This design comes from an exercise in tuning for small area and a short achievable clock period on the open sky130 flow, not from production work. Only simulation tests tie the RTL to the original design; equivalence was not proved. No activity file was given, so power comes from the tool's default toggle rates.

### design/flow/config.mk
export PLATFORM = sky130hd
export DESIGN_NAME = ALU_Micros1
export DESIGN_NICKNAME = ALU_Micros1
export VERILOG_FILES = /design/flow/design.v
export SDC_FILE = /design/flow/constraint.sdc
export NUM_CORES = 4
export LEC_CHECK = 0
export ABC_AREA = 1
export CAP_MARGIN = 20
export CORE_MARGIN = 2
export CORE_UTILIZATION = 65
export SLEW_MARGIN = 20
export SYNTH_HIERARCHICAL = 1
export SYNTH_MINIMUM_KEEP_SIZE = 0
### design/flow/design.v
module ALU_Micros1(
  input  [7:0] iA,
  input  [7:0] iB,
  input  [4:0] ALU_Sel,
  input        iClk,
  output [7:0] oRESALU,
  output [4:0] oBanderas
);
  reg [7:0] ALU_Q;
  reg [4:0] Banderas_Q;
  assign oRESALU   = ALU_Q;
  assign oBanderas = Banderas_Q;
  wire [4:0] s = ALU_Sel;
  wire o_mul = (s == 5'd0);
  wire o_div = (s == 5'd1);
  wire o_inc = (s == 5'd2);
  wire o_dec = (s == 5'd3);
  wire o_and = (s == 5'd4);
  wire o_or  = (s == 5'd5);
  wire o_not = (s == 5'd6) | (s == 5'd8);
  wire o_xor = (s == 5'd7);
  wire o_asl = (s == 5'd9);
  wire o_asr = (s == 5'd10);
  wire o_lsl = (s == 5'd11);
  wire o_lsr = (s == 5'd12);
  wire o_rol = (s == 5'd13);
  wire o_ror = (s == 5'd14);
  wire o_add = (s == 5'd15);
  wire o_sub = (s == 5'd16);
  wire hold  = (s > 5'd16);
  wire o_ar  = o_inc | o_dec | o_add | o_sub;
  wire o_au  = o_ar | o_and | o_or | o_xor | o_not;
  wire o_left  = o_asl | o_lsl | o_rol;
  wire o_right = o_asr | o_lsr | o_ror;
  wire o_sh    = o_left | o_right;
  wire [7:0] am = {iA[7] & ~o_asr, iA[6:0]};
  wire [7:0] ma = o_right ? {am[0], am[1], am[2], am[3], am[4], am[5], am[6], am[7]} : iA;
  wire       rot  = o_rol | o_ror;
  wire       asx  = o_asl | o_asr;
  wire       inr  = asx ? ~|iB[6:3] : ~|iB[7:3];    
  wire [7:0] oneh = 8'd1 << iB[2:0];
  wire [8:0] shb  = rot ? 9'd2 : {o_lsl & (iB == 8'd8), {8{inr}} & oneh};
  wire [8:0] mb   = o_sh ? shb : {1'b0, iB};
  wire pp0_0 = ~(ma[0] & mb[0]);
  wire pp0_1 = ~(ma[0] & mb[1]);
  wire pp0_2 = ~(ma[0] & mb[2]);
  wire pp0_3 = ~(ma[0] & mb[3]);
  wire pp0_4 = ~(ma[0] & mb[4]);
  wire pp0_5 = ~(ma[0] & mb[5]);
  wire pp0_6 = ~(ma[0] & mb[6]);
  wire pp0_7 = ~(ma[0] & mb[7]);
  wire pp0_8 = ~(ma[0] & mb[8]);
  wire pp1_0 = ~(ma[1] & mb[0]);
  wire pp1_1 = ~(ma[1] & mb[1]);
  wire pp1_2 = ~(ma[1] & mb[2]);
  wire pp1_3 = ~(ma[1] & mb[3]);
  wire pp1_4 = ~(ma[1] & mb[4]);
  wire pp1_5 = ~(ma[1] & mb[5]);
  wire pp1_6 = ~(ma[1] & mb[6]);
  wire pp1_7 = ~(ma[1] & mb[7]);
  wire pp2_0 = ~(ma[2] & mb[0]);
  wire pp2_1 = ~(ma[2] & mb[1]);
  wire pp2_2 = ~(ma[2] & mb[2]);
  wire pp2_3 = ~(ma[2] & mb[3]);
  wire pp2_4 = ~(ma[2] & mb[4]);
  wire pp2_5 = ~(ma[2] & mb[5]);
  wire pp2_6 = ~(ma[2] & mb[6]);
  wire pp3_0 = ~(ma[3] & mb[0]);
  wire pp3_1 = ~(ma[3] & mb[1]);
  wire pp3_2 = ~(ma[3] & mb[2]);
  wire pp3_3 = ~(ma[3] & mb[3]);
  wire pp3_4 = ~(ma[3] & mb[4]);
  wire pp3_5 = ~(ma[3] & mb[5]);
  wire pp4_0 = ~(ma[4] & mb[0]);
  wire pp4_1 = ~(ma[4] & mb[1]);
  wire pp4_2 = ~(ma[4] & mb[2]);
  wire pp4_3 = ~(ma[4] & mb[3]);
  wire pp4_4 = ~(ma[4] & mb[4]);
  wire pp5_0 = ~(ma[5] & mb[0]);
  wire pp5_1 = ~(ma[5] & mb[1]);
  wire pp5_2 = ~(ma[5] & mb[2]);
  wire pp5_3 = ~(ma[5] & mb[3]);
  wire pp6_0 = ~(ma[6] & mb[0]);
  wire pp6_1 = ~(ma[6] & mb[1]);
  wire pp6_2 = ~(ma[6] & mb[2]);
  wire pp7_0 = ~(ma[7] & mb[0]);
  wire pp7_1 = ~(ma[7] & mb[1]);
  wire m1_s = ~(pp0_6 ^ pp1_5);
  wire m1_c = pp0_6 | pp1_5;
  wire m2_s, m2_c;
  fa u_m2 (.a(pp0_7), .b(pp1_6), .c(pp2_5), .s(m2_s), .co(m2_c));
  wire m3_s = ~(pp3_4 ^ pp4_3);
  wire m3_c = pp3_4 | pp4_3;
  wire mx4 = pp0_8 ^ pp1_7 ^ pp2_6;
  wire mx5 = pp3_5 ^ pp4_4 ^ pp5_3;
  wire m6_s = ~(pp0_4 ^ pp1_3);
  wire m6_c = pp0_4 | pp1_3;
  wire m7_s, m7_c;
  fa u_m7 (.a(pp0_5), .b(pp1_4), .c(pp2_3), .s(m7_s), .co(m7_c));
  wire m8_s = ~(pp3_2 ^ pp4_1);
  wire m8_c = pp3_2 | pp4_1;
  wire m9_s, m9_c;
  fa u_m9 (.a(m1_s), .b(pp2_4), .c(pp3_3), .s(m9_s), .co(m9_c));
  wire m10_s, m10_c;
  fa u_m10 (.a(pp4_2), .b(pp5_1), .c(pp6_0), .s(m10_s), .co(m10_c));
  wire m11_s, m11_c;
  fa u_m11 (.a(m2_s), .b(m3_s), .c(pp5_2), .s(m11_s), .co(m11_c));
  wire m12_s, m12_c;
  fa u_m12 (.a(pp6_1), .b(pp7_0), .c(m1_c), .s(m12_s), .co(m12_c));
  wire mx13 = mx4 ^ mx5 ^ pp6_2;
  wire mx14 = pp7_1 ^ m2_c ^ m3_c;
  wire m15_s = ~(pp0_3 ^ pp1_2);
  wire m15_c = pp0_3 | pp1_2;
  wire m16_s, m16_c;
  fa u_m16 (.a(m6_s), .b(pp2_2), .c(pp3_1), .s(m16_s), .co(m16_c));
  wire m17_s, m17_c;
  fa u_m17 (.a(m7_s), .b(m8_s), .c(pp5_0), .s(m17_s), .co(m17_c));
  wire m18_s, m18_c;
  fa u_m18 (.a(m9_s), .b(m10_s), .c(m7_c), .s(m18_s), .co(m18_c));
  wire m19_s, m19_c;
  fa u_m19 (.a(m11_s), .b(m12_s), .c(m9_c), .s(m19_s), .co(m19_c));
  wire mx20 = mx13 ^ mx14 ^ m11_c;
  wire m21_s = ~(pp0_2 ^ pp1_1);
  wire m21_c = pp0_2 | pp1_1;
  wire m22_s, m22_c;
  fa u_m22 (.a(m15_s), .b(pp2_1), .c(pp3_0), .s(m22_s), .co(m22_c));
  wire m23_s, m23_c;
  fa u_m23 (.a(m16_s), .b(pp4_0), .c(m15_c), .s(m23_s), .co(m23_c));
  wire m24_s, m24_c;
  fa u_m24 (.a(m17_s), .b(m6_c), .c(m16_c), .s(m24_s), .co(m24_c));
  wire m25_s, m25_c;
  fa u_m25 (.a(m18_s), .b(m8_c), .c(m17_c), .s(m25_s), .co(m25_c));
  wire m26_s, m26_c;
  fa u_m26 (.a(m19_s), .b(m10_c), .c(m18_c), .s(m26_s), .co(m26_c));
  wire mx27 = mx20 ^ m12_c ^ m19_c;
  wire [8:0] P;
  wire [8:0] mfx = {~mx27, ~m26_s, ~m25_s, ~m24_s, ~m23_s, ~m22_s, ~m21_s, ~pp0_1, ~pp0_0};
  wire [8:0] mfy = {~m26_c, ~m25_c, ~m24_c, ~m23_c, ~m22_c, ~m21_c, ~pp2_0, ~pp1_0, 1'b0};
  wire [8:0] mfp = mfx ^ mfy;
  wire [8:0] mfg = mfx & mfy;
  wire mfc28_g = mfg[1] | (mfp[1] & mfg[0]);
  wire mfc28_p = mfp[1] & mfp[0];
  wire mfc29_g = mfg[3] | (mfp[3] & mfg[2]);
  wire mfc29_p = mfp[3] & mfp[2];
  wire mfc30_g = mfg[5] | (mfp[5] & mfg[4]);
  wire mfc30_p = mfp[5] & mfp[4];
  wire mfc31_g = mfg[7] | (mfp[7] & mfg[6]);
  wire mfc31_p = mfp[7] & mfp[6];
  wire mfc32_g = mfc29_g | (mfc29_p & mfc28_g);
  wire mfc32_p = mfc29_p & mfc28_p;
  wire mfc33_g = mfc31_g | (mfc31_p & mfc30_g);
  wire mfc33_p = mfc31_p & mfc30_p;
  wire mfc34_g = mfc33_g | (mfc33_p & mfc32_g);
  wire mfc34_p = mfc33_p & mfc32_p;
  wire mfc35_g = mfc30_g | (mfc30_p & mfc32_g);
  wire mfc35_p = mfc30_p & mfc32_p;
  wire mfc36_g = mfg[2] | (mfp[2] & mfc28_g);
  wire mfc36_p = mfp[2] & mfc28_p;
  wire mfc37_g = mfg[4] | (mfp[4] & mfc32_g);
  wire mfc37_p = mfp[4] & mfc32_p;
  wire mfc38_g = mfg[6] | (mfp[6] & mfc35_g);
  wire mfc38_p = mfp[6] & mfc35_p;
  wire mfc39_g = mfg[8] | (mfp[8] & mfc34_g);
  wire mfc39_p = mfp[8] & mfc34_p;
  assign P = mfp ^ {mfc34_g, mfc38_g, mfc35_g, mfc37_g, mfc32_g, mfc36_g, mfc28_g, mfg[0], 1'b0};
  wire [7:0] q;
  wire [9:0] m1 = {2'b00, iB};
  wire [9:0] m3 = {2'b00, iB} + {1'b0, iB, 1'b0};
  wire [9:0] n1 = ~m1;
  wire [9:0] n3 = ~m3;
  wire s6m1p40_p = iA[6] ^ n1[0];
  wire s6m1p40_g = iA[6] & n1[0];
  wire s6m1p41_p = iA[7] ^ n1[1];
  wire s6m1p41_g = iA[7] & n1[1];
  wire s6m1c42_g = s6m1p41_g | (s6m1p41_p & (s6m1p40_g | (s6m1p40_p & 1'b1)));
  wire s6m1c42_p = s6m1p41_p & s6m1p40_p;
  wire ge6_1 = (~|m1[9:2]) & s6m1c42_g;
  wire s6m2p43_p = iA[7] ^ n1[0];
  wire s6m2p43_g = iA[7] & n1[0];
  wire ge6_2 = (~|m1[9:1]) & (s6m2p43_g | (s6m2p43_p & 1'b1));
  wire s6m3p44_p = iA[6] ^ n3[0];
  wire s6m3p44_g = iA[6] & n3[0];
  wire s6m3p45_p = iA[7] ^ n3[1];
  wire s6m3p45_g = iA[7] & n3[1];
  wire s6m3c46_g = s6m3p45_g | (s6m3p45_p & (s6m3p44_g | (s6m3p44_p & 1'b1)));
  wire s6m3c46_p = s6m3p45_p & s6m3p44_p;
  wire ge6_3 = (~|m3[9:2]) & s6m3c46_g;
  assign q[7] = ge6_2;
  assign q[6] = ge6_3 | (ge6_1 & ~ge6_2);
  wire [1:0] r6;
  assign r6[0] = ge6_3 ? ~s6m3p44_p : ge6_2 ? iA[6] : ge6_1 ? ~s6m1p40_p : iA[6];
  assign r6[1] = ge6_3 ? (s6m3p45_p ^ (s6m3p44_g | (s6m3p44_p & 1'b1))) : ge6_2 ? ~s6m2p43_p : ge6_1 ? (s6m1p41_p ^ (s6m1p40_g | (s6m1p40_p & 1'b1))) : iA[7];
  wire s4m1p47_p = iA[4] ^ n1[0];
  wire s4m1p47_g = iA[4] & n1[0];
  wire s4m1p48_p = iA[5] ^ n1[1];
  wire s4m1p48_g = iA[5] & n1[1];
  wire s4m1p49_p = r6[0] ^ n1[2];
  wire s4m1p49_g = r6[0] & n1[2];
  wire s4m1p50_p = r6[1] ^ n1[3];
  wire s4m1p50_g = r6[1] & n1[3];
  wire s4m1c51_g = s4m1p48_g | (s4m1p48_p & (s4m1p47_g | (s4m1p47_p & 1'b1)));
  wire s4m1c51_p = s4m1p48_p & s4m1p47_p;
  wire s4m1c52_g = s4m1p50_g | (s4m1p50_p & s4m1p49_g);
  wire s4m1c52_p = s4m1p50_p & s4m1p49_p;
  wire s4m1c53_g = s4m1p49_g | (s4m1p49_p & s4m1c51_g);
  wire s4m1c53_p = s4m1p49_p & s4m1c51_p;
  wire s4m1c54_g = s4m1c52_g | (s4m1c52_p & s4m1c51_g);
  wire s4m1c54_p = s4m1c52_p & s4m1c51_p;
  wire ge4_1 = (~|m1[9:4]) & s4m1c54_g;
  wire s4m2p55_p = iA[5] ^ n1[0];
  wire s4m2p55_g = iA[5] & n1[0];
  wire s4m2p56_p = r6[0] ^ n1[1];
  wire s4m2p56_g = r6[0] & n1[1];
  wire s4m2p57_p = r6[1] ^ n1[2];
  wire s4m2p57_g = r6[1] & n1[2];
  wire s4m2c58_g = s4m2p56_g | (s4m2p56_p & (s4m2p55_g | (s4m2p55_p & 1'b1)));
  wire s4m2c58_p = s4m2p56_p & s4m2p55_p;
  wire s4m2c59_g = s4m2p57_g | (s4m2p57_p & s4m2c58_g);
  wire s4m2c59_p = s4m2p57_p & s4m2c58_p;
  wire ge4_2 = (~|m1[9:3]) & s4m2c59_g;
  wire s4m3p60_p = iA[4] ^ n3[0];
  wire s4m3p60_g = iA[4] & n3[0];
  wire s4m3p61_p = iA[5] ^ n3[1];
  wire s4m3p61_g = iA[5] & n3[1];
  wire s4m3p62_p = r6[0] ^ n3[2];
  wire s4m3p62_g = r6[0] & n3[2];
  wire s4m3p63_p = r6[1] ^ n3[3];
  wire s4m3p63_g = r6[1] & n3[3];
  wire s4m3c64_g = s4m3p61_g | (s4m3p61_p & (s4m3p60_g | (s4m3p60_p & 1'b1)));
  wire s4m3c64_p = s4m3p61_p & s4m3p60_p;
  wire s4m3c65_g = s4m3p63_g | (s4m3p63_p & s4m3p62_g);
  wire s4m3c65_p = s4m3p63_p & s4m3p62_p;
  wire s4m3c66_g = s4m3p62_g | (s4m3p62_p & s4m3c64_g);
  wire s4m3c66_p = s4m3p62_p & s4m3c64_p;
  wire s4m3c67_g = s4m3c65_g | (s4m3c65_p & s4m3c64_g);
  wire s4m3c67_p = s4m3c65_p & s4m3c64_p;
  wire ge4_3 = (~|m3[9:4]) & s4m3c67_g;
  assign q[5] = ge4_2;
  assign q[4] = ge4_3 | (ge4_1 & ~ge4_2);
  wire [3:0] r4;
  assign r4[0] = ge4_3 ? ~s4m3p60_p : ge4_2 ? iA[4] : ge4_1 ? ~s4m1p47_p : iA[4];
  assign r4[1] = ge4_3 ? (s4m3p61_p ^ (s4m3p60_g | (s4m3p60_p & 1'b1))) : ge4_2 ? ~s4m2p55_p : ge4_1 ? (s4m1p48_p ^ (s4m1p47_g | (s4m1p47_p & 1'b1))) : iA[5];
  assign r4[2] = ge4_3 ? (s4m3p62_p ^ s4m3c64_g) : ge4_2 ? (s4m2p56_p ^ (s4m2p55_g | (s4m2p55_p & 1'b1))) : ge4_1 ? (s4m1p49_p ^ s4m1c51_g) : r6[0];
  assign r4[3] = ge4_3 ? (s4m3p63_p ^ s4m3c66_g) : ge4_2 ? (s4m2p57_p ^ s4m2c58_g) : ge4_1 ? (s4m1p50_p ^ s4m1c53_g) : r6[1];
  wire s2m1p68_p = iA[2] ^ n1[0];
  wire s2m1p68_g = iA[2] & n1[0];
  wire s2m1p69_p = iA[3] ^ n1[1];
  wire s2m1p69_g = iA[3] & n1[1];
  wire s2m1p70_p = r4[0] ^ n1[2];
  wire s2m1p70_g = r4[0] & n1[2];
  wire s2m1p71_p = r4[1] ^ n1[3];
  wire s2m1p71_g = r4[1] & n1[3];
  wire s2m1p72_p = r4[2] ^ n1[4];
  wire s2m1p72_g = r4[2] & n1[4];
  wire s2m1p73_p = r4[3] ^ n1[5];
  wire s2m1p73_g = r4[3] & n1[5];
  wire s2m1c74_g = s2m1p69_g | (s2m1p69_p & (s2m1p68_g | (s2m1p68_p & 1'b1)));
  wire s2m1c74_p = s2m1p69_p & s2m1p68_p;
  wire s2m1c75_g = s2m1p71_g | (s2m1p71_p & s2m1p70_g);
  wire s2m1c75_p = s2m1p71_p & s2m1p70_p;
  wire s2m1c76_g = s2m1p73_g | (s2m1p73_p & s2m1p72_g);
  wire s2m1c76_p = s2m1p73_p & s2m1p72_p;
  wire s2m1c77_g = s2m1p70_g | (s2m1p70_p & s2m1c74_g);
  wire s2m1c77_p = s2m1p70_p & s2m1c74_p;
  wire s2m1c78_g = s2m1c75_g | (s2m1c75_p & s2m1c74_g);
  wire s2m1c78_p = s2m1c75_p & s2m1c74_p;
  wire s2m1c79_g = s2m1p72_g | (s2m1p72_p & s2m1c78_g);
  wire s2m1c79_p = s2m1p72_p & s2m1c78_p;
  wire s2m1c80_g = s2m1c76_g | (s2m1c76_p & s2m1c78_g);
  wire s2m1c80_p = s2m1c76_p & s2m1c78_p;
  wire ge2_1 = (~|m1[9:6]) & s2m1c80_g;
  wire s2m2p81_p = iA[3] ^ n1[0];
  wire s2m2p81_g = iA[3] & n1[0];
  wire s2m2p82_p = r4[0] ^ n1[1];
  wire s2m2p82_g = r4[0] & n1[1];
  wire s2m2p83_p = r4[1] ^ n1[2];
  wire s2m2p83_g = r4[1] & n1[2];
  wire s2m2p84_p = r4[2] ^ n1[3];
  wire s2m2p84_g = r4[2] & n1[3];
  wire s2m2p85_p = r4[3] ^ n1[4];
  wire s2m2p85_g = r4[3] & n1[4];
  wire s2m2c86_g = s2m2p82_g | (s2m2p82_p & (s2m2p81_g | (s2m2p81_p & 1'b1)));
  wire s2m2c86_p = s2m2p82_p & s2m2p81_p;
  wire s2m2c87_g = s2m2p84_g | (s2m2p84_p & s2m2p83_g);
  wire s2m2c87_p = s2m2p84_p & s2m2p83_p;
  wire s2m2c88_g = s2m2p83_g | (s2m2p83_p & s2m2c86_g);
  wire s2m2c88_p = s2m2p83_p & s2m2c86_p;
  wire s2m2c89_g = s2m2c87_g | (s2m2c87_p & s2m2c86_g);
  wire s2m2c89_p = s2m2c87_p & s2m2c86_p;
  wire s2m2c90_g = s2m2p85_g | (s2m2p85_p & s2m2c89_g);
  wire s2m2c90_p = s2m2p85_p & s2m2c89_p;
  wire ge2_2 = (~|m1[9:5]) & s2m2c90_g;
  wire s2m3p91_p = iA[2] ^ n3[0];
  wire s2m3p91_g = iA[2] & n3[0];
  wire s2m3p92_p = iA[3] ^ n3[1];
  wire s2m3p92_g = iA[3] & n3[1];
  wire s2m3p93_p = r4[0] ^ n3[2];
  wire s2m3p93_g = r4[0] & n3[2];
  wire s2m3p94_p = r4[1] ^ n3[3];
  wire s2m3p94_g = r4[1] & n3[3];
  wire s2m3p95_p = r4[2] ^ n3[4];
  wire s2m3p95_g = r4[2] & n3[4];
  wire s2m3p96_p = r4[3] ^ n3[5];
  wire s2m3p96_g = r4[3] & n3[5];
  wire s2m3c97_g = s2m3p92_g | (s2m3p92_p & (s2m3p91_g | (s2m3p91_p & 1'b1)));
  wire s2m3c97_p = s2m3p92_p & s2m3p91_p;
  wire s2m3c98_g = s2m3p94_g | (s2m3p94_p & s2m3p93_g);
  wire s2m3c98_p = s2m3p94_p & s2m3p93_p;
  wire s2m3c99_g = s2m3p96_g | (s2m3p96_p & s2m3p95_g);
  wire s2m3c99_p = s2m3p96_p & s2m3p95_p;
  wire s2m3c100_g = s2m3p93_g | (s2m3p93_p & s2m3c97_g);
  wire s2m3c100_p = s2m3p93_p & s2m3c97_p;
  wire s2m3c101_g = s2m3c98_g | (s2m3c98_p & s2m3c97_g);
  wire s2m3c101_p = s2m3c98_p & s2m3c97_p;
  wire s2m3c102_g = s2m3p95_g | (s2m3p95_p & s2m3c101_g);
  wire s2m3c102_p = s2m3p95_p & s2m3c101_p;
  wire s2m3c103_g = s2m3c99_g | (s2m3c99_p & s2m3c101_g);
  wire s2m3c103_p = s2m3c99_p & s2m3c101_p;
  wire ge2_3 = (~|m3[9:6]) & s2m3c103_g;
  assign q[3] = ge2_2;
  assign q[2] = ge2_3 | (ge2_1 & ~ge2_2);
  wire [5:0] r2;
  assign r2[0] = ge2_3 ? ~s2m3p91_p : ge2_2 ? iA[2] : ge2_1 ? ~s2m1p68_p : iA[2];
  assign r2[1] = ge2_3 ? (s2m3p92_p ^ (s2m3p91_g | (s2m3p91_p & 1'b1))) : ge2_2 ? ~s2m2p81_p : ge2_1 ? (s2m1p69_p ^ (s2m1p68_g | (s2m1p68_p & 1'b1))) : iA[3];
  assign r2[2] = ge2_3 ? (s2m3p93_p ^ s2m3c97_g) : ge2_2 ? (s2m2p82_p ^ (s2m2p81_g | (s2m2p81_p & 1'b1))) : ge2_1 ? (s2m1p70_p ^ s2m1c74_g) : r4[0];
  assign r2[3] = ge2_3 ? (s2m3p94_p ^ s2m3c100_g) : ge2_2 ? (s2m2p83_p ^ s2m2c86_g) : ge2_1 ? (s2m1p71_p ^ s2m1c77_g) : r4[1];
  assign r2[4] = ge2_3 ? (s2m3p95_p ^ s2m3c101_g) : ge2_2 ? (s2m2p84_p ^ s2m2c88_g) : ge2_1 ? (s2m1p72_p ^ s2m1c78_g) : r4[2];
  assign r2[5] = ge2_3 ? (s2m3p96_p ^ s2m3c102_g) : ge2_2 ? (s2m2p85_p ^ s2m2c89_g) : ge2_1 ? (s2m1p73_p ^ s2m1c79_g) : r4[3];
  wire s0m1p104_p = iA[0] ^ n1[0];
  wire s0m1p104_g = iA[0] & n1[0];
  wire s0m1p105_p = iA[1] ^ n1[1];
  wire s0m1p105_g = iA[1] & n1[1];
  wire s0m1p106_p = r2[0] ^ n1[2];
  wire s0m1p106_g = r2[0] & n1[2];
  wire s0m1p107_p = r2[1] ^ n1[3];
  wire s0m1p107_g = r2[1] & n1[3];
  wire s0m1p108_p = r2[2] ^ n1[4];
  wire s0m1p108_g = r2[2] & n1[4];
  wire s0m1p109_p = r2[3] ^ n1[5];
  wire s0m1p109_g = r2[3] & n1[5];
  wire s0m1p110_p = r2[4] ^ n1[6];
  wire s0m1p110_g = r2[4] & n1[6];
  wire s0m1p111_p = r2[5] ^ n1[7];
  wire s0m1p111_g = r2[5] & n1[7];
  wire s0m1c112_g = s0m1p105_g | (s0m1p105_p & (s0m1p104_g | (s0m1p104_p & 1'b1)));
  wire s0m1c112_p = s0m1p105_p & s0m1p104_p;
  wire s0m1c113_g = s0m1p107_g | (s0m1p107_p & s0m1p106_g);
  wire s0m1c113_p = s0m1p107_p & s0m1p106_p;
  wire s0m1c114_g = s0m1p109_g | (s0m1p109_p & s0m1p108_g);
  wire s0m1c114_p = s0m1p109_p & s0m1p108_p;
  wire s0m1c115_g = s0m1p111_g | (s0m1p111_p & s0m1p110_g);
  wire s0m1c115_p = s0m1p111_p & s0m1p110_p;
  wire s0m1c116_g = s0m1p106_g | (s0m1p106_p & s0m1c112_g);
  wire s0m1c116_p = s0m1p106_p & s0m1c112_p;
  wire s0m1c117_g = s0m1c113_g | (s0m1c113_p & s0m1c112_g);
  wire s0m1c117_p = s0m1c113_p & s0m1c112_p;
  wire s0m1c118_g = s0m1p110_g | (s0m1p110_p & s0m1c114_g);
  wire s0m1c118_p = s0m1p110_p & s0m1c114_p;
  wire s0m1c119_g = s0m1c115_g | (s0m1c115_p & s0m1c114_g);
  wire s0m1c119_p = s0m1c115_p & s0m1c114_p;
  wire s0m1c120_g = s0m1p108_g | (s0m1p108_p & s0m1c117_g);
  wire s0m1c120_p = s0m1p108_p & s0m1c117_p;
  wire s0m1c121_g = s0m1c114_g | (s0m1c114_p & s0m1c117_g);
  wire s0m1c121_p = s0m1c114_p & s0m1c117_p;
  wire s0m1c122_g = s0m1c118_g | (s0m1c118_p & s0m1c117_g);
  wire s0m1c122_p = s0m1c118_p & s0m1c117_p;
  wire s0m1c123_g = s0m1c119_g | (s0m1c119_p & s0m1c117_g);
  wire s0m1c123_p = s0m1c119_p & s0m1c117_p;
  wire ge0_1 = (~|m1[9:8]) & s0m1c123_g;
  wire s0m2p124_p = iA[1] ^ n1[0];
  wire s0m2p124_g = iA[1] & n1[0];
  wire s0m2p125_p = r2[0] ^ n1[1];
  wire s0m2p125_g = r2[0] & n1[1];
  wire s0m2p126_p = r2[1] ^ n1[2];
  wire s0m2p126_g = r2[1] & n1[2];
  wire s0m2p127_p = r2[2] ^ n1[3];
  wire s0m2p127_g = r2[2] & n1[3];
  wire s0m2p128_p = r2[3] ^ n1[4];
  wire s0m2p128_g = r2[3] & n1[4];
  wire s0m2p129_p = r2[4] ^ n1[5];
  wire s0m2p129_g = r2[4] & n1[5];
  wire s0m2p130_p = r2[5] ^ n1[6];
  wire s0m2p130_g = r2[5] & n1[6];
  wire s0m2c131_g = s0m2p125_g | (s0m2p125_p & (s0m2p124_g | (s0m2p124_p & 1'b1)));
  wire s0m2c131_p = s0m2p125_p & s0m2p124_p;
  wire s0m2c132_g = s0m2p127_g | (s0m2p127_p & s0m2p126_g);
  wire s0m2c132_p = s0m2p127_p & s0m2p126_p;
  wire s0m2c133_g = s0m2p129_g | (s0m2p129_p & s0m2p128_g);
  wire s0m2c133_p = s0m2p129_p & s0m2p128_p;
  wire s0m2c134_g = s0m2p126_g | (s0m2p126_p & s0m2c131_g);
  wire s0m2c134_p = s0m2p126_p & s0m2c131_p;
  wire s0m2c135_g = s0m2c132_g | (s0m2c132_p & s0m2c131_g);
  wire s0m2c135_p = s0m2c132_p & s0m2c131_p;
  wire s0m2c136_g = s0m2p130_g | (s0m2p130_p & s0m2c133_g);
  wire s0m2c136_p = s0m2p130_p & s0m2c133_p;
  wire s0m2c137_g = s0m2p128_g | (s0m2p128_p & s0m2c135_g);
  wire s0m2c137_p = s0m2p128_p & s0m2c135_p;
  wire s0m2c138_g = s0m2c133_g | (s0m2c133_p & s0m2c135_g);
  wire s0m2c138_p = s0m2c133_p & s0m2c135_p;
  wire s0m2c139_g = s0m2c136_g | (s0m2c136_p & s0m2c135_g);
  wire s0m2c139_p = s0m2c136_p & s0m2c135_p;
  wire ge0_2 = (~|m1[9:7]) & s0m2c139_g;
  wire s0m3p140_p = iA[0] ^ n3[0];
  wire s0m3p140_g = iA[0] & n3[0];
  wire s0m3p141_p = iA[1] ^ n3[1];
  wire s0m3p141_g = iA[1] & n3[1];
  wire s0m3p142_p = r2[0] ^ n3[2];
  wire s0m3p142_g = r2[0] & n3[2];
  wire s0m3p143_p = r2[1] ^ n3[3];
  wire s0m3p143_g = r2[1] & n3[3];
  wire s0m3p144_p = r2[2] ^ n3[4];
  wire s0m3p144_g = r2[2] & n3[4];
  wire s0m3p145_p = r2[3] ^ n3[5];
  wire s0m3p145_g = r2[3] & n3[5];
  wire s0m3p146_p = r2[4] ^ n3[6];
  wire s0m3p146_g = r2[4] & n3[6];
  wire s0m3p147_p = r2[5] ^ n3[7];
  wire s0m3p147_g = r2[5] & n3[7];
  wire s0m3c148_g = s0m3p141_g | (s0m3p141_p & (s0m3p140_g | (s0m3p140_p & 1'b1)));
  wire s0m3c148_p = s0m3p141_p & s0m3p140_p;
  wire s0m3c149_g = s0m3p143_g | (s0m3p143_p & s0m3p142_g);
  wire s0m3c149_p = s0m3p143_p & s0m3p142_p;
  wire s0m3c150_g = s0m3p145_g | (s0m3p145_p & s0m3p144_g);
  wire s0m3c150_p = s0m3p145_p & s0m3p144_p;
  wire s0m3c151_g = s0m3p147_g | (s0m3p147_p & s0m3p146_g);
  wire s0m3c151_p = s0m3p147_p & s0m3p146_p;
  wire s0m3c152_g = s0m3p142_g | (s0m3p142_p & s0m3c148_g);
  wire s0m3c152_p = s0m3p142_p & s0m3c148_p;
  wire s0m3c153_g = s0m3c149_g | (s0m3c149_p & s0m3c148_g);
  wire s0m3c153_p = s0m3c149_p & s0m3c148_p;
  wire s0m3c154_g = s0m3p146_g | (s0m3p146_p & s0m3c150_g);
  wire s0m3c154_p = s0m3p146_p & s0m3c150_p;
  wire s0m3c155_g = s0m3c151_g | (s0m3c151_p & s0m3c150_g);
  wire s0m3c155_p = s0m3c151_p & s0m3c150_p;
  wire s0m3c156_g = s0m3p144_g | (s0m3p144_p & s0m3c153_g);
  wire s0m3c156_p = s0m3p144_p & s0m3c153_p;
  wire s0m3c157_g = s0m3c150_g | (s0m3c150_p & s0m3c153_g);
  wire s0m3c157_p = s0m3c150_p & s0m3c153_p;
  wire s0m3c158_g = s0m3c154_g | (s0m3c154_p & s0m3c153_g);
  wire s0m3c158_p = s0m3c154_p & s0m3c153_p;
  wire s0m3c159_g = s0m3c155_g | (s0m3c155_p & s0m3c153_g);
  wire s0m3c159_p = s0m3c155_p & s0m3c153_p;
  wire ge0_3 = (~|m3[9:8]) & s0m3c159_g;
  assign q[1] = ge0_2;
  assign q[0] = ge0_3 | (ge0_1 & ~ge0_2);
  wire [7:0] ab  = ({8{o_add | o_and | o_or | o_xor}} & iB) | ({8{o_sub}} & ~iB) | {8{o_dec | o_not}};
  wire       ab8 = o_sub | o_dec;
  wire       cin = o_sub | o_inc;
  wire [7:0] ap  = iA ^ ab;
  wire [7:0] ag  = iA & ab;
  wire adc160_g = ag[1] | (ap[1] & (ag[0] | (ap[0] & cin)));
  wire adc160_p = ap[1] & ap[0];
  wire adc161_g = ag[3] | (ap[3] & ag[2]);
  wire adc161_p = ap[3] & ap[2];
  wire adc162_g = ag[5] | (ap[5] & ag[4]);
  wire adc162_p = ap[5] & ap[4];
  wire adc163_g = ag[7] | (ap[7] & ag[6]);
  wire adc163_p = ap[7] & ap[6];
  wire adc164_g = adc161_g | (adc161_p & adc160_g);
  wire adc164_p = adc161_p & adc160_p;
  wire adc165_g = adc163_g | (adc163_p & adc162_g);
  wire adc165_p = adc163_p & adc162_p;
  wire adc166_g = adc165_g | (adc165_p & adc164_g);
  wire adc166_p = adc165_p & adc164_p;
  wire adc167_g = adc162_g | (adc162_p & adc164_g);
  wire adc167_p = adc162_p & adc164_p;
  wire adc168_g = ag[2] | (ap[2] & adc160_g);
  wire adc168_p = ap[2] & adc160_p;
  wire adc169_g = ag[4] | (ap[4] & adc164_g);
  wire adc169_p = ap[4] & adc164_p;
  wire adc170_g = ag[6] | (ap[6] & adc167_g);
  wire adc170_p = ap[6] & adc167_p;
  wire [8:0] ac = {adc166_g, adc170_g, adc167_g, adc169_g, adc164_g, adc168_g, adc160_g, (ag[0] | (ap[0] & cin)), cin};
  wire pe = ~o_and;
  wire ge = o_and | o_or;
  wire [7:0] au = (({8{pe}} & ap) | ({8{ge}} & ag)) ^ ({8{o_ar}} & ac[7:0]);
  wire sum8 = ab8 ^ ac[8];
  wire [7:0] Prev = {P[0], P[1], P[2], P[3], P[4], P[5], P[6], P[7]};
  wire o_pl = o_mul | o_lsl | o_rol;
  wire [7:0] D = ({8{o_au}} & au)
      | ({o_pl, {7{o_pl | o_asl}}} & P[7:0])
      | ({o_lsr | o_ror, {7{o_right}}} & Prev)
      | ({8{o_div}} & q)
      | {(asx & iA[7]) | (o_ror & iA[0]), 6'd0, o_rol & iA[7]};
  wire f_v = (o_pl & P[8]) | (o_ar & sum8);
  wire f_c = D[7] & ~(o_not | asx | hold);
  always @(posedge iClk) begin
    if (!hold) ALU_Q <= D;
    Banderas_Q <= {~^ALU_Q, f_v, f_c, ALU_Q[7], ~|ALU_Q};
  end
endmodule
module fa(input a, input b, input c, output s, output co);
  assign s  = a ^ b ^ c;
  assign co = (a & b) | (a & c) | (b & c);
endmodule
### design/flow/standard.sh
#!/bin/bash
# synth_recipe.tcl (not shown) runs the flow's synth.tcl, then flattens the netlist and writes it again
# the make line also repeats each setting of config.mk as NAME=value (left out here)
make -C /OpenROAD-flow-scripts/flow DESIGN_CONFIG=/design/flow/config.mk WORK_HOME=/design/flow/orfs CLKGATE_MAP_FILE= SYNTH_SCRIPT=/design/flow/synth_recipe.tcl "${@:-finish}"
### design/flow/constraint.sdc
create_clock -name core_clock -period 13.0 [get_ports {iClk}]
set_input_delay 2.6000 -clock core_clock [delete_from_list [all_inputs] [get_ports {iClk}]]
set_output_delay 2.6000 -clock core_clock [all_outputs]
set_load 0.01 [all_outputs]
### design/flow/flow/run.sh
#!/bin/bash
# The standard layout (standard.sh) with these changes:
#  - synthesis maps full adders (Yosys extract_fa) only inside the design's `fa` module,
#    instead of wherever a 3-input XOR/majority pair appears (in the divider that put slow
#    adder cells on the critical path); everything else is left to ABC as usual;
#  - the port buffers that placement inserts are sky130_fd_sc_hd__buf_2;
set -euo pipefail
W=$PWD
rm -rf "$W/scripts_fa"
cp -r "$FLOW_HOME/scripts" "$W/scripts_fa"
sed -i 's/^  extract_fa {\*}\[dont_use_extract_fa_args\]$/  extract_fa {*}[dont_use_extract_fa_args] fa/' "$W/scripts_fa/synth.tcl"
grep -q 'extract_fa {\*}\[dont_use_extract_fa_args\] fa$' "$W/scripts_fa/synth.tcl"
export BUFFER_PORTS_ARGS="-buffer_cell sky130_fd_sc_hd__buf_2"
bash standard.sh SCRIPTS_DIR="$W/scripts_fa" SETUP_SLACK_MARGIN=6 finish > "$W/flow.log" 2>&1
==> results of run 1 <==
==> timing repair <==
| item | CTS | global route |
|---|---|---|
| setup endpoints to repair | 4 | 6 |
| hold buffers | 0 | 0 |
| resized for setup | 5 | 23 |
| buffers inserted | 1 | 7 |
| gates cloned | 0 | 1 |
| pin swaps | 1 | 8 |
==> modules after synthesis, one instance, submodules excluded <==
module / cells inside / flip-flops and latches / times used
ALU_Micros1: 825 / 13 / 1
fa: 1 / 0 / 15
==> cells by family (layout without fill, tap and decap cells) <==
kind of cell	after synthesis	after routing	share of synthesized area (%)
buffers and inverters	130	165	11.3
AOI/OAI and AO/OA	106	106	14.2
and+or+nand+nor	534	534	52.4
DFF	13	13	7.28
adders and majority gates	16	16	6.63
xor gates and xnor gates	41	41	8.16
==> worst register-to-register path: cells and delay by family, from the launching register on <==
kind / cells / cell delay [ps]
flip-flops: 1 / 400
AND/OR/NAND/NOR: 2 / 410
XOR/XNOR: 2 / 230
==> per-layer routing <==
layer | vias up | part of all wire [%] | GRT usage, %
met5 | - | 0 | 0
met2 | 408 | 43 | 57.3
met4 | 0 | 3.8 | 10.2
met3 | 77 | 13 | 6.90
met1 | 2553 | 40 | 54.1
li1 | 2764 | - | -
==> cell usage in the layout (no fill, tap or decap), drive strengths merged, types with 4 or more instances in the layout <==
master and n:
nor3 8, nand3 76, clkbuf 4, inv 113, nand4 14, o211ai 4, xor2 20, fa 15
or2 5, clkinv 4, dfxtp 5, nand2 316, edfxtp 8, o2111ai 5, o21ai 46, buf 43
xnor2 21, a21oi 22, o41ai 5, o22ai 13, nor2 108
==> stage by stage <==
| step | cells | power (mW) | area, um2 |
|---|---|---|---|
| floorplan | 840 | 0.307 | 4680 |
| global placement | 958 | 0.365 | 4890 |
| detailed placement | 958 | 0.378 | 4890 |
| CTS | 963 | 0.415 | 4950 |
| global route | 971 | 0.476 | 5090 |
| finish | 971 | 0.438 | 5090 |
==> Yosys cell counts, types with 8 or more instances <==
cell and number:
nand2_1 289, xor2_1 17, nand4_1 12, o21ai_0 36, inv_2 16, nand3_2 15, o22ai_1 13, nand2_2 22
fa_1 15, edfxtp_1 8, inv_1 96, a21oi_1 19, nand3_1 60, nor2_1 99, xnor2_1 21
==> where the power goes <==
group / switching, mW / internal [mW]
sequential: 0.00443 / 0.0549
clock: 0.0145 / 0.0216
combinational: 0.217 / 0.126
total: 0.236 / 0.203
==> sequential cells by signal, indices dropped and copies added (netlist names) <==
register    cells
Banderas_Q      5
ALU_Q           8
==> final timing paths <==
kind	start	endpoint	slack, ps	depth (start not counted)
worst max-delay path	ALU_Sel[1]	ALU_Q[0]	6100	25
worst min-delay path	ALU_Q[7]	Banderas_Q[1]	430	0
worst max register to register	ALU_Q[5]	Banderas_Q[4]	11860	4
worst min register to register	ALU_Q[7]	Banderas_Q[1]	430	0
==> final cells by class <==
type	count	area [um2]	share of cell area, %
tap	96	120	2.36
inverter	117	459	9.03
sequential	13	340	6.69
multi-input combinational	697	3870	76.0
clock buffer	4	45.0	0.886
timing repair buffer	43	250	4.92
timing repair inverter	1	5.00	0.0984
==> impl_results.md, run 1 <==
- Buffer depth of the longest clock path: 2
- Number of cell rows: 30
- Post-DP HPWL: 11.9 mm
- FFs w/ async S/R, synth: 0%
- Die footprint: 0.00789 mm2
- Most Frequent Cell on Critical Path: nand2_1
- GRT Util Overall: 37.5%
- TritonCTS clock tree: built
- Most used DFF post-synth: edfxtp_1
- # DRC: 0
- Total grt overflow: 0
- Initial core utilization: 68.1%
- Critical Path Max Stage Delay: 540 ps
- Post-synth top area share: 23.2%
- VDD IR max: 83.9 uV
- Wire length per cell: 15.4 um
- IO Pins: 35
- Synth-to-layout area growth: 8.75%
- Yosys warning count: 7
- Critical path type: in -> reg
- First-pass GRT wire length: 23.3 mm
- CTS Root Cell: clkbuf_8
- Status: no timing/DRC/antenna violations
- Fmax: 0.145 GHz
- Syn Area/Cell: 5.57 um2
- CP Launch Type: primary input
- Pre-CTS setup slack: 5560 ps
- Synth area leaders: nand2_1, nor2_1, inv_1
- Final Hold Vio Count: 0
- Mapped Area: 0.00468 mm2
- Final core occ: 74.0%
- Max_slew headroom: 47.5%
- Setup TNS: 0 ps
- H-Tree Depth: 1
- Final setup viols: 0
- Initial antenna violation count: 0
- Inserted Diodes: 0
- Final Critical Period: 6900 ps
- Clock skew: 2.89 ps
- Critical path required time: 13000 ps
- RSZ-0062 raised after global routing: no
- Crit path DAT: 6900 ps
- Mapped Cells: 840
- Worst Max-Slew Pin Slew: 782 ps
- MaxCap Viol Count: 0
- Die width: 88.8 um
- Top cell family by delay on the critical path: adder cells
- Worst-path fanout max: 14
- Final Max Tran Viols: 0
- Distinct cells, synth: 52
- Hold WS: 434 ps
- Post-synth EDFFs: 8
- CTS buffer count: 3
- DRT Pass-1 Iters: 7
- GP Congestion: 1.00
- Yosys top cell by area: nand2_1
- Syn_nets: 877
- Vias in the first global route: 4910
- LEAKAGE: 2.56 nW
- Detailed Route WL: 15.0 mm
- Clock latency (worst-skew pair): 240 ps
- Final Cycle Share: 53.1%
- Worst hold-check path type: reg -> reg
- Antenna-violating nets left: 0
- Largest net degree at the start of global routing: 19
- Reg clk slew, reported paths: 60 ps
- PnR worst setup slack: 6100 ps
- Initial drt markers: 776
- WP buf/inv: 7
- Sequential area share after synthesis: 7.28%
- Clk sinks: 13
- IO Port Bufs: 34
- Via/cell ratio: 5.98
- Core Box Area: 0.00687 mm2
- Fillers: 641
- Critical Path End Type: flop
- Layout cells sized above 1: 17.4%
- Chip height: 88.8 um
- Cell area power density: 86.2 mW/mm2
- Routed via count: 5802
- Yosys reg bits: 13
- Worst path slowest cell: fa_1
- Final net count: 913
==> inputs of run 2 (changes only) <==
--- a/design/flow/design.v
+++ b/design/flow/design.v
@@ -13,19 +13,20 @@
   wire [4:0] s = ALU_Sel;
-  wire o_mul = (s == 5'd0);
-  wire o_div = (s == 5'd1);
-  wire o_inc = (s == 5'd2);
-  wire o_dec = (s == 5'd3);
-  wire o_and = (s == 5'd4);
-  wire o_or  = (s == 5'd5);
-  wire o_not = (s == 5'd6) | (s == 5'd8);
-  wire o_xor = (s == 5'd7);
-  wire o_asl = (s == 5'd9);
-  wire o_asr = (s == 5'd10);
-  wire o_lsl = (s == 5'd11);
-  wire o_lsr = (s == 5'd12);
-  wire o_rol = (s == 5'd13);
-  wire o_ror = (s == 5'd14);
-  wire o_add = (s == 5'd15);
-  wire o_sub = (s == 5'd16);
-  wire hold  = (s > 5'd16);
+  wire [3:0] c = ALU_Sel[3:0];
+  wire hold  = s[4] & (c != 4'd0);
+  wire o_mul = ~s[4] & (c == 4'd0);
+  wire o_div = (c == 4'd1);
+  wire o_inc = (c == 4'd2);
+  wire o_dec = (c == 4'd3);
+  wire o_and = (c == 4'd4);
+  wire o_or  = (c == 4'd5);
+  wire o_not = (c == 4'd6) | (c == 4'd8);
+  wire o_xor = (c == 4'd7);
+  wire o_asl = (c == 4'd9);
+  wire o_asr = (c == 4'd10);
+  wire o_lsl = (c == 4'd11);
+  wire o_lsr = (c == 4'd12);
+  wire o_rol = (c == 4'd13);
+  wire o_ror = (c == 4'd14);
+  wire o_add = (c == 4'd15);
+  wire o_sub = s[4];
   wire o_ar  = o_inc | o_dec | o_add | o_sub;
@@ -34,11 +35,21 @@
   wire o_right = o_asr | o_lsr | o_ror;
-  wire o_sh    = o_left | o_right;
-  wire [7:0] am = {iA[7] & ~o_asr, iA[6:0]};
-  wire [7:0] ma = o_right ? {am[0], am[1], am[2], am[3], am[4], am[5], am[6], am[7]} : iA;
-  wire       rot  = o_rol | o_ror;
-  wire       asx  = o_asl | o_asr;
-  wire       inr  = asx ? ~|iB[6:3] : ~|iB[7:3];    
+  wire asx = o_asl | o_asr;
+  wire m_sh  = c[3];                         
+  wire m_rev = c[3] & ~c[0];                 
+  wire m_rot = c[2] & (c[1] ^ c[0]);         
+  wire m_asx = ~c[2] & (c[1] ^ c[0]);        
+  wire m_l8  = ~c[2] & c[1] & c[0];          
+  wire a_b   = c[2] & (c[0] | ~c[1]);        
+  wire a_nb  = s[4];                         
+  wire a_one = (c[3] & ~c[0]) | (~c[2] & c[1] & c[0]) | (c[2] & c[1] & ~c[0]);   
+  wire a_cin = s[4] | ~(c[0] | c[3]);        
+  wire a_ce  = s[4] | ~(c[3] | c[2]) | (c[3] & c[1] & c[0]);   
+  wire a_pe  = ~(c[2] & ~c[1] & ~c[0]);      
+  wire a_ge  = c[2] & ~c[1];                 
+  wire [7:0] am = {iA[7] & ~(m_asx & m_rev), iA[6:0]};
+  wire [7:0] ma = m_rev ? {am[0], am[1], am[2], am[3], am[4], am[5], am[6], am[7]} : iA;
+  wire       inr  = m_asx ? ~|iB[6:3] : ~|iB[7:3];    
   wire [7:0] oneh = 8'd1 << iB[2:0];
-  wire [8:0] shb  = rot ? 9'd2 : {o_lsl & (iB == 8'd8), {8{inr}} & oneh};
-  wire [8:0] mb   = o_sh ? shb : {1'b0, iB};
+  wire [8:0] shb  = m_rot ? 9'd2 : {m_l8 & (iB == 8'd8), {8{inr}} & oneh};
+  wire [8:0] mb   = m_sh ? shb : {1'b0, iB};
   wire pp0_0 = ~(ma[0] & mb[0]);
@@ -176,6 +187,6 @@
   wire s6m1c42_p = s6m1p41_p & s6m1p40_p;
-  wire ge6_1 = (~|m1[9:2]) & s6m1c42_g;
+  wire ge6_1 = (~|iB[7:2]) & s6m1c42_g;
   wire s6m2p43_p = iA[7] ^ n1[0];
   wire s6m2p43_g = iA[7] & n1[0];
-  wire ge6_2 = (~|m1[9:1]) & (s6m2p43_g | (s6m2p43_p & 1'b1));
+  wire ge6_2 = (~|iB[7:1]) & (s6m2p43_g | (s6m2p43_p & 1'b1));
   wire s6m3p44_p = iA[6] ^ n3[0];
@@ -186,3 +197,3 @@
   wire s6m3c46_p = s6m3p45_p & s6m3p44_p;
-  wire ge6_3 = (~|m3[9:2]) & s6m3c46_g;
+  wire ge6_3 = ((iB <= 8'd1)) & s6m3c46_g;
   assign q[7] = ge6_2;
@@ -208,3 +219,3 @@
   wire s4m1c54_p = s4m1c52_p & s4m1c51_p;
-  wire ge4_1 = (~|m1[9:4]) & s4m1c54_g;
+  wire ge4_1 = (~|iB[7:4]) & s4m1c54_g;
   wire s4m2p55_p = iA[5] ^ n1[0];
@@ -219,3 +230,3 @@
   wire s4m2c59_p = s4m2p57_p & s4m2c58_p;
-  wire ge4_2 = (~|m1[9:3]) & s4m2c59_g;
+  wire ge4_2 = (~|iB[7:3]) & s4m2c59_g;
   wire s4m3p60_p = iA[4] ^ n3[0];
@@ -236,3 +247,3 @@
   wire s4m3c67_p = s4m3c65_p & s4m3c64_p;
-  wire ge4_3 = (~|m3[9:4]) & s4m3c67_g;
+  wire ge4_3 = ((iB <= 8'd5)) & s4m3c67_g;
   assign q[5] = ge4_2;
@@ -270,3 +281,3 @@
   wire s2m1c80_p = s2m1c76_p & s2m1c78_p;
-  wire ge2_1 = (~|m1[9:6]) & s2m1c80_g;
+  wire ge2_1 = (~|iB[7:6]) & s2m1c80_g;
   wire s2m2p81_p = iA[3] ^ n1[0];
@@ -291,3 +302,3 @@
   wire s2m2c90_p = s2m2p85_p & s2m2c89_p;
-  wire ge2_2 = (~|m1[9:5]) & s2m2c90_g;
+  wire ge2_2 = (~|iB[7:5]) & s2m2c90_g;
   wire s2m3p91_p = iA[2] ^ n3[0];
@@ -318,3 +329,3 @@
   wire s2m3c103_p = s2m3c99_p & s2m3c101_p;
-  wire ge2_3 = (~|m3[9:6]) & s2m3c103_g;
+  wire ge2_3 = ((iB <= 8'd21)) & s2m3c103_g;
   assign q[3] = ge2_2;
@@ -368,3 +379,3 @@
   wire s0m1c123_p = s0m1c119_p & s0m1c117_p;
-  wire ge0_1 = (~|m1[9:8]) & s0m1c123_g;
+  wire ge0_1 = (1'b1) & s0m1c123_g;
   wire s0m2p124_p = iA[1] ^ n1[0];
@@ -401,3 +412,3 @@
   wire s0m2c139_p = s0m2c136_p & s0m2c135_p;
-  wire ge0_2 = (~|m1[9:7]) & s0m2c139_g;
+  wire ge0_2 = (~|iB[7:7]) & s0m2c139_g;
   wire s0m3p140_p = iA[0] ^ n3[0];
@@ -442,8 +453,8 @@
   wire s0m3c159_p = s0m3c155_p & s0m3c153_p;
-  wire ge0_3 = (~|m3[9:8]) & s0m3c159_g;
+  wire ge0_3 = ((iB <= 8'd85)) & s0m3c159_g;
   assign q[1] = ge0_2;
   assign q[0] = ge0_3 | (ge0_1 & ~ge0_2);
-  wire [7:0] ab  = ({8{o_add | o_and | o_or | o_xor}} & iB) | ({8{o_sub}} & ~iB) | {8{o_dec | o_not}};
+  wire [7:0] ab  = ({8{a_b}} & iB) | ({8{a_nb}} & ~iB) | {8{a_one}};
   wire       ab8 = o_sub | o_dec;
-  wire       cin = o_sub | o_inc;
+  wire       cin = a_cin;
   wire [7:0] ap  = iA ^ ab;
@@ -473,5 +484,3 @@
   wire [8:0] ac = {adc166_g, adc170_g, adc167_g, adc169_g, adc164_g, adc168_g, adc160_g, (ag[0] | (ap[0] & cin)), cin};
-  wire pe = ~o_and;
-  wire ge = o_and | o_or;
-  wire [7:0] au = (({8{pe}} & ap) | ({8{ge}} & ag)) ^ ({8{o_ar}} & ac[7:0]);
+  wire [7:0] au = (({8{a_pe}} & ap) | ({8{a_ge}} & ag)) ^ ({8{a_ce}} & ac[7:0]);
   wire sum8 = ab8 ^ ac[8];
@@ -484,3 +493,3 @@
       | {(asx & iA[7]) | (o_ror & iA[0]), 6'd0, o_rol & iA[7]};
-  wire f_v = (o_pl & P[8]) | (o_ar & sum8);
+  wire f_v = ((o_pl & P[8]) | (o_ar & sum8)) & ~hold;
   wire f_c = D[7] & ~(o_not | asx | hold);
==> impl_results.md, run 2 <==
- FFs w/ async S/R, synth: 0% (unchanged)
- CTS buffer count: 3 (unchanged)
- RSZ-0062 raised after global routing: no
- Critical path required time: 13150 ps (+150 ps)
- Pre-CTS setup slack: 5680 ps (+118 ps)
- Critical Path End Type: flop
- Postcts setup bufs: 0 (-1)
- # DRC: 0 (unchanged)
- Chip height: 87.5 um (-1.5%)
- Core Box Area: 0.00676 mm2 (-1.6%)
- Critical path type: in -> reg
- Finished Layout Cells: 926 (-4.6%)
- Worst hold-check path type: reg -> reg
- Final Critical Period: 6790 ps (-116 ps)
- TritonCTS clock tree: built
- Worst Max-Slew Pin Slew: 1000 ps (+222 ps)
- Die width: 87.5 um (-1.5%)
- Post-DP HPWL: 11.3 mm (-4.6%)
- Reg-to-reg endpoint: Banderas_Q[4]
- Yosys warning count: 7 (unchanged)
- Syn_nets: 863 (-1.6%)
- Final setup viols: 0 (unchanged)
- Setup TNS: 0 ps (unchanged)
- Hold Path End: Banderas_Q[1]
- Largest net degree at the start of global routing: 19 (unchanged)
- Post-synth EDFFs: 8 (unchanged)
- CTS Root Cell: clkbuf_8
- Clock skew: 0.748 ps (-2.14 ps)
- Most frequent cell after synthesis: nand2_1
- DP Cell Count: 922 (-3.8%)
- Most used DFF post-synth: edfxtp_1
- Yosys reg bits: 13 (unchanged)
- Distinct cells, synth: 53 (+1.9%)
- Clock latency (worst-skew pair): 240 ps (about the same)
- CTS hold repair buffers: 0 (unchanged)
- DRT Pass-1 Iters: 10 (+3)
- Yosys top cell by area: nand2_1
- Hold-critical path depth: 0 (unchanged)
- MaxCap Viol Count: 0 (unchanged)
- Crit path DAT: 6940 ps (+40 ps)
- Status: no timing/DRC/antenna violations
- Pwr Total: 0.358 mW (-18%)
- Antenna-violating nets left: 0 (unchanged)
- Number of cell rows: 30 (unchanged)
- Final Hold Vio Count: 0 (unchanged)
- Sequential area share after synthesis: 7.51% (+0.23 points)
- Routed via count: 5625 (-3.1%)
- Die footprint: 0.00766 mm2 (-2.9%)
- Cell area power density: 74.2 mW/mm2 (-14%)
- Commonest cells post-synth: nand2_1, nor2_1, inv_1, nand3_1, o21ai_0
- Inserted Diodes: 0 (unchanged)
- Initial core utilization: 67.1% (-0.99 points)
- VDD IR max: 49.3 uV (-41%)
- R2r setup slk: 11820 ps (-40 ps)
- LEAKAGE: 2.35 nW (-8.4%)
- Fmax: 0.147 GHz (+1.7%)
- Vias in the first global route: 4888 (-0.45%)
- GRT Util Overall: 37.0% (-0.47 points)
- Mapped Area: 0.00453 mm2 (-3.1%)
- Final Max Tran Viols: 0 (unchanged)
- PnR worst setup slack: 6210 ps (+116 ps)
- GP Congestion: 0.984 (-1.7%)
- Buffer depth of the longest clock path: 2 (unchanged)
- Biggest regs: ALU_Q: 8 flops, Banderas_Q: 5 flops
- IO Port Bufs: 34 (unchanged)
- Post-synth top area share: 20.9% (-2.2 points)
- Layout cells sized above 1: 12.9% (-4.5 points)
- CP Launch Type: primary input
- Via/cell ratio: 6.07 (+1.7%)
- Synth-to-layout area growth: 6.27%
- Max_slew headroom: 32.6% (-15 points)
- Most common cell after layout, fill and taps aside: nand2_1
- Initial antenna violation count: 0 (unchanged)
- RR Startpoint: ALU_Q[3]
- Most frequent cells in the layout: nand2_1, nor2_1, inv_1, nand3_1, buf_2
- FF-to-FF path depth: 4 (unchanged)
- Detailed Route WL: 14.0 mm (-6.1%)
- IO Pins: 35 (unchanged)
- Reg clk slew, reported paths: 50 ps (about the same)
- H-Tree Depth: 1 (unchanged)
- Worst-path fanout max: 18 (+4)
- First-pass GRT wire length: 22.8 mm (-1.8%)
- Hold WS: 472 ps (+37.9 ps)
- Synth area leaders: nand2_1, nor2_1, inv_1
- Wire length per cell: 15.2 um (-1.6%)
- Initial drt markers: 585 (-25%)
- Worst hold start: ALU_Q[7]
- Final Cycle Share: 52.2% (-0.90 points)
- Mapped Cells: 826 (-1.7%)
- Final net count: 884 (-3.2%)
- Total grt overflow: 0 (unchanged)
- Clk sinks: 13 (unchanged)
- Syn Area/Cell: 5.49 um2 (-1.4%)
- Max FFs per register: 8 (unchanged)
- Biggest register: ALU_Q
==> run 2: what timing repair did <==
item	in CTS	in global routing
gates resized for setup	1	17
endpoints found under the setup margin	2	6
pin swaps	0	3
==> run 2: worst max-delay path by stage <==
| stage | start | to |
|---|---|---|
| 2_1_floorplan | ALU_Sel[0] | ALU_Q[0] |
| 3_3_place_gp | ALU_Sel[3] | ALU_Q[0] |
| 3_5_place_dp | ALU_Sel[3] | ALU_Q[0] |
| 4_1_cts | ALU_Sel[3] | ALU_Q[0] |
| 5_1_grt | iB[3] | Banderas_Q[3] |
| 6_report | iB[3] | Banderas_Q[3] |
==> run 2: metrics by stage <==
stage	util, %	cell area [um2]
5_1_grt	71.3	4820
3_5_place_dp	69.7	4710
4_1_cts	70.4	4750
3_3_place_gp	69.7	4710
2_1_floorplan	-	4530
6_report	71.3	4820
==> run 2: area by class of cell <==
cell class,count,area [um2]
Clock buffer,4,45.0
Fill cell,650,1940
Inverter,114,438
Multi-Input combinational cell,681,3720
Sequential cell,13,340
Tap cell,80,100
Timing Repair Buffer,34,170
==> run 2: per-module statistics from Yosys (local to each module, per instance) <==
module	times used	cells	flip-flops and latches
ALU_Micros1	1	811	13
fa	15	1	0
==> run 2: report_power, final <==
group / leakage, nW / switching [mW] / internal, mW
Combinational: 2.20 / 0.170 / 0.0923
Sequential: 0.120 / 0.00473 / 0.0551
Clock: 0.0228 / 0.0142 / 0.0216
Total: 2.35 / 0.189 / 0.169
==> run 2: kinds of logic after synthesis <==
| kind of cell | Yosys count | share of synthesized area (%) |
|---|---|---|
| adder cells (fa/ha/maj) | 16 | 6.85 |
| flip-flops | 13 | 7.51 |
| XOR/XNOR | 41 | 7.92 |
| AO/OA/AOI/OAI | 131 | 18.3 |
| AND/OR/NAND/NOR | 493 | 47.7 |
| buffers and inverters | 132 | 11.7 |
==> run 2: routing by layer <==
layer	global-route usage, %	share of wire, %	up-vias
li1	-	-	2717
met1	51.2	42	2516
met2	55.4	42	341
met3	11.2	13	51
met4	11.5	3.4	0
met5	0	0	-
==> run 2: worst max-delay path: stages <==
cell and delay, ps:
buf_2 360, clkinv_4 190, nand2_2 190, nor2_1 80
o21ai_1 140, inv_1 130, nand3_1 130, o21ai_2 100
nand2_1 110, fa_1 460, fa_1 530, fa_1 530
fa_1 470, xnor2_2 150, xnor2_1 130, xor2_1 180
a21oi_1 140, o21ai_0 90, a21boi_1 210
==> inputs of run 3 (changes only) <==
--- a/design/flow/design.v
+++ b/design/flow/design.v
@@ -40,3 +40,2 @@
   wire m_asx = ~c[2] & (c[1] ^ c[0]);        
-  wire m_l8  = ~c[2] & c[1] & c[0];          
   wire a_b   = c[2] & (c[0] | ~c[1]);        
@@ -50,6 +49,6 @@
   wire [7:0] ma = m_rev ? {am[0], am[1], am[2], am[3], am[4], am[5], am[6], am[7]} : iA;
-  wire       inr  = m_asx ? ~|iB[6:3] : ~|iB[7:3];    
   wire [7:0] oneh = 8'd1 << iB[2:0];
-  wire [8:0] shb  = m_rot ? 9'd2 : {m_l8 & (iB == 8'd8), {8{inr}} & oneh};
-  wire [8:0] mb   = m_sh ? shb : {1'b0, iB};
+  wire [7:0] shb  = m_rot ? 8'd2 : oneh;
+  wire [8:0] mb   = m_sh ? {1'b0, shb} : {1'b0, iB};
+  wire       sbig = asx ? |iB[6:3] : |iB[7:3];
   wire pp0_0 = ~(ma[0] & mb[0]);
@@ -487,9 +486,11 @@
   wire [7:0] Prev = {P[0], P[1], P[2], P[3], P[4], P[5], P[6], P[7]};
-  wire o_pl = o_mul | o_lsl | o_rol;
+  wire o_pl = o_mul | ((o_lsl & ~sbig) | o_rol);
+  wire o_pa = o_pl | (o_asl & ~sbig);
+  wire o_pr = (o_lsr | o_asr) & ~sbig | o_ror;
   wire [7:0] D = ({8{o_au}} & au)
-      | ({o_pl, {7{o_pl | o_asl}}} & P[7:0])
-      | ({o_lsr | o_ror, {7{o_right}}} & Prev)
+      | ({o_pl, {7{o_pa}}} & P[7:0])
+      | ({(o_lsr & ~sbig) | o_ror, {7{o_pr}}} & Prev)
       | ({8{o_div}} & q)
       | {(asx & iA[7]) | (o_ror & iA[0]), 6'd0, o_rol & iA[7]};
-  wire f_v = ((o_pl & P[8]) | (o_ar & sum8)) & ~hold;
+  wire f_v = ((o_pl & P[8]) | (o_ar & sum8) | (o_lsl & (iB == 8'd8) & iA[0])) & ~hold;
   wire f_c = D[7] & ~(o_not | asx | hold);
==> impl_results.md, run 3 <==
- MaxCap Viol Count: 0 (unchanged)
- GP Congestion: 0.992 (+0.83%)
- Most Frequent Cell on Critical Path: fa_1
- Synth-to-layout area growth: 7.26%
- RSZ-0062 raised after global routing: no
- Synth Area in Adders: 7.02% (+0.17 points)
- Max FFs per register: 8 (unchanged)
- DRT Pass-1 Iters: 8 (-2)
- P_int: 0.173 mW (+2.5%)
- Distinct cells, synth: 54 (+1.9%)
- Combinational family with the most area after synthesis: simple AND/OR/NAND/NOR gates
- Yosys warning count: 7 (unchanged)
- Synth Area in XOR/XNOR: 7.68% (-0.25 points)
- Pwr Total: 0.368 mW (+2.8%)
- P_sw: 0.194 mW (+3.0%)
- R2r setup slk: 11810 ps (about the same)
- Final setup viols: 0 (unchanged)
- Critical Path Max Stage Delay: 540 ps (about the same)
- Most common cell after layout, fill and taps aside: nand2_1
- Syn Area/Cell: 5.51 um2 (+0.45%)
- Layout cells sized above 1: 13.9% (+1.1 points)
- Initial drt markers: 654 (+12%)
- Critical Path End Type: flop
- Final Hold Vio Count: 0 (unchanged)
- CP Launch Type: primary input
- TritonCTS clock tree: built
- LEAKAGE: 2.43 nW (+3.7%)
- Worst-path fanout max: 15 (-3)
- Routed via count: 5650 (+0.44%)
- Cell area power density: 75.1 mW/mm2 (+1.1%)
- Detailed Route WL: 14.5 mm (+3.3%)
- Flop pwr share: 15.9% (-0.8 points)
- Clock power share: 9.7% (-0.3 points)
- Simple-Gate Fraction of Synth Area: 49.0% (+1.3 points)
- Most frequent cell after synthesis: nand2_1
- Synth Area in Compound Gates: 17.0% (-1.3 points)
- Worst path slowest cell: fa_1
- Initial core utilization: 67.2% (+0.090 points)
- Mapped Cells: 828 (+0.24%)
- Synth area leaders: nand2_1, nand3_1, inv_1
- Max_slew headroom: 29.5% (-3.2 points)
- CTS Root Cell: clkbuf_8
- Inserted Diodes: 0 (unchanged)
- Mux contribution to synthesized area: 0% (unchanged)
- Sequential area share after synthesis: 7.46% (-0.051 points)
- CTS buffer count: 3 (unchanged)
- Commonest cells post-synth: nand2_1, inv_1, nor2_1, nand3_1, o21ai_0
- Number of cell rows: 30 (unchanged)
- Critical path type: in -> reg
- Crit path DAT: 6850 ps (-90 ps)
- Yosys top cell by area: nand2_1
- Comb pwr share: 74.4% (+1.2 points)
- Most used DFF post-synth: edfxtp_1
- Clock skew: 0.572 ps (-0.176 ps)
- Most frequent cells in the layout: nand2_1, inv_1, nor2_1, nand3_1, buf_2
- Final Max Tran Viols: 0 (unchanged)
- Via/cell ratio: 5.95 (-2.1%)
- IO Pins: 35 (unchanged)
- Initial antenna violation count: 0 (unchanged)
- Largest net degree at the start of global routing: 20 (+1)
- Post-synth EDFFs: 8 (unchanged)
- Chip height: 87.8 um (+0.33%)
- Die footprint: 0.00771 mm2 (+0.66%)
- First-pass GRT wire length: 22.5 mm (-1.6%)
- Core Box Area: 0.00679 mm2 (+0.56%)
- Setup TNS: 0 ps (unchanged)
- VDD IR max: 59.9 uV (+22%)
- Clock latency (worst-skew pair): 240 ps (about the same)
- Final Critical Period: 6730 ps (-60.5 ps)
- Syn_nets: 865 (+0.23%)
- Worst Max-Slew Pin Slew: 1050 ps (+47.4 ps)
- Reg clk slew, reported paths: 50 ps (about the same)
- Buffer depth of the longest clock path: 2 (unchanged)
- FFs w/ async S/R, synth: 0% (unchanged)
- Final Cycle Share: 51.7% (-0.47 points)
- Post-synth top area share: 21.9% (+0.93 points)
- GRT Util Overall: 36.6% (-0.42 points)
- Wire length per cell: 15.3 um (+0.73%)
- CP Cell Sequence: buf_4, clkinvlp_4, nor2_4, inv_1, o21ai_4, nand2_1, fa_1, fa_1, fa_1, fa_1, xnor2_1, xnor2_1, xor2_1, xor2_1, a21oi_1, o21ai_1, a31oi_1
- Mapped Area: 0.00456 mm2 (+0.69%)
- Vias in the first global route: 4932 (+0.90%)
- Clk sinks: 13 (unchanged)
- # DRC: 0 (unchanged)
- Critical path required time: 13120 ps (-30 ps)
- Final net count: 892 (+0.90%)
- Status: no timing/DRC/antenna violations
- Fmax: 0.149 GHz (+0.90%)
- Switching Share: 52.8% (+0.12 points)
- Yosys reg bits: 13 (unchanged)
- IO Port Bufs: 34 (unchanged)
- Total grt overflow: 0 (unchanged)
- Biggest regs: ALU_Q: 8 flops, Banderas_Q: 5 flops
- Biggest register: ALU_Q
- Die width: 87.8 um (+0.33%)
- Post-DP HPWL: 11.7 mm (+3.1%)
- H-Tree Depth: 1 (unchanged)
- Antenna-violating nets left: 0 (unchanged)
- Worst hold-check path type: reg -> reg
run 3: cell types whose count changed after synthesis, sizes merged, moves of 5 or more:
cell	delta
o22ai	-7
nand3	+8
nor3	-5
nor2	-8
a21oi	-9
inv	+9
nand2	+18
run 3: stage by stage:
stage          util (%)  area [um2]  cells  hold WS (ps)  setup slack (ps)
2_1_floorplan         -        4560    828           456              6590
4_1_cts            71.0        4830    947           456              6060
3_3_place_gp       70.3        4770    943           428              5700
6_report           72.1        4900    950           459              6270
5_1_grt            72.1        4900    950           462              6010
3_5_place_dp       70.3        4770    943           441              5470
run 3: power by group through the flow:
stage | Combinational [mW] | Clock [mW] | Sequential (mW)
after detailed placement | 0.264 | 0 | 0.0591
after CTS | 0.266 | 0.0354 | 0.0583
after global placement | 0.255 | 0 | 0.0585
after global routing | 0.303 | 0.0377 | 0.0594
after floorplan | 0.200 | 0 | 0.0628
final | 0.274 | 0.0355 | 0.0585
run 3: final timing paths:
path / end / from / cells after the start
worst min register to register: Banderas_Q[1] / ALU_Q[7] / 0
worst max register to register: Banderas_Q[4] / ALU_Q[5] / 4
worst max-delay path: Banderas_Q[3] / ALU_Sel[3] / 17
worst min-delay path: Banderas_Q[1] / ALU_Q[7] / 0
run 3: repair_timing:
item / 4_1_cts / 5_1_grt
setup endpoints to repair: 4 / 3
buffers inserted: 0 / 3
endpoints found under the hold margin: 0 / 0
hold buffers: 0 / 0
pin swaps: 0 / 1
gates resized for setup: 2 / 13
run 3: critical path: cells and delay by family:
kind | cells | cell delay [ps]
AO/OA/AOI/OAI | 4 | 540
XOR/XNOR | 4 | 740
adder cells (fa/ha/maj) | 4 | 2020
buffers and inverters | 3 | 580
AND/OR/NAND/NOR | 2 | 360
run 3: final cells by class:
class                           instances  area (um2)
Multi-Input combinational cell        680        3720
Fill cell                             657        1900
Tap cell                               96         120
Clock buffer                            4        45.0
Timing Repair Buffer                   37         208
Sequential cell                        13         340
Inverter                              120         462
run 3: metal layers:
metal | wire length, um | vias to the layer above | track usage (%)
li1 | - | 2720 | -
met1 | 5770 | 2502 | 49.5
met2 | 6290 | 365 | 56.7
met3 | 1950 | 63 | 9.99
met4 | 494 | 0 | 11.5
met5 | 0 | - | 0
run 3: kinds of logic (layout without fill, tap and decap cells):
| logic type | after synthesis | count (layout) |
|---|---|---|
| fa+ha+maj | 17 | 17 |
| buf+inv | 135 | 161 |
| simple gates | 504 | 504 |
| xor+xnor | 40 | 40 |
| compound gates | 119 | 119 |
| flops | 13 | 13 |
run 3: modules after synthesis (local to each module, per instance):
module	flops+latches	cells	cell area (um2)	copies in the design
ALU_Micros1	13	813	4260	1
fa	0	1	20.0	15

==> re-timing with driven ports <==
How much do the figures lean on ideal ports? The routed layouts below were timed once more, with nothing changed but the port constraints.
Step 1 (the two cells are an assumption about what drives the block):
set clk [get_ports {iClk}]
set_driving_cell -lib_cell sky130_fd_sc_hd__clkbuf_16 $clk
set_driving_cell -lib_cell sky130_fd_sc_hd__buf_2 [delete_from_list [all_inputs] $clk]
Step 2 moves the port delays by t, midway between the first and last clock arrival at a register: inputs arrive t later, outputs are due t later. That takes back most of the time a late clock gives input paths.
a / b / c = no drivers / after step 1 / after step 2; a / b = the first two.
run | shift t [ns] | setup slack, ns | worst register clock-pin slew, ns | worst data-port slew with drivers (ns) | pins driven straight from the clock port
run 1 | 0.262 | 6.096 / 6.086 / 5.825 | 0.06 / 0.06 | 0.03 | 1
run 2 | 0.262 | 6.213 / 6.209 / 5.948 | 0.05 / 0.05 | 0.04 | 1
run 3 | 0.260 | 6.273 / 6.272 / 6.012 | 0.05 / 0.05 | 0.04 | 1
After both steps every run listed still meets setup and hold. The setup slack of run 1, which loses most, moves by -0.010 ns with the drivers and by -0.271 ns with both steps.
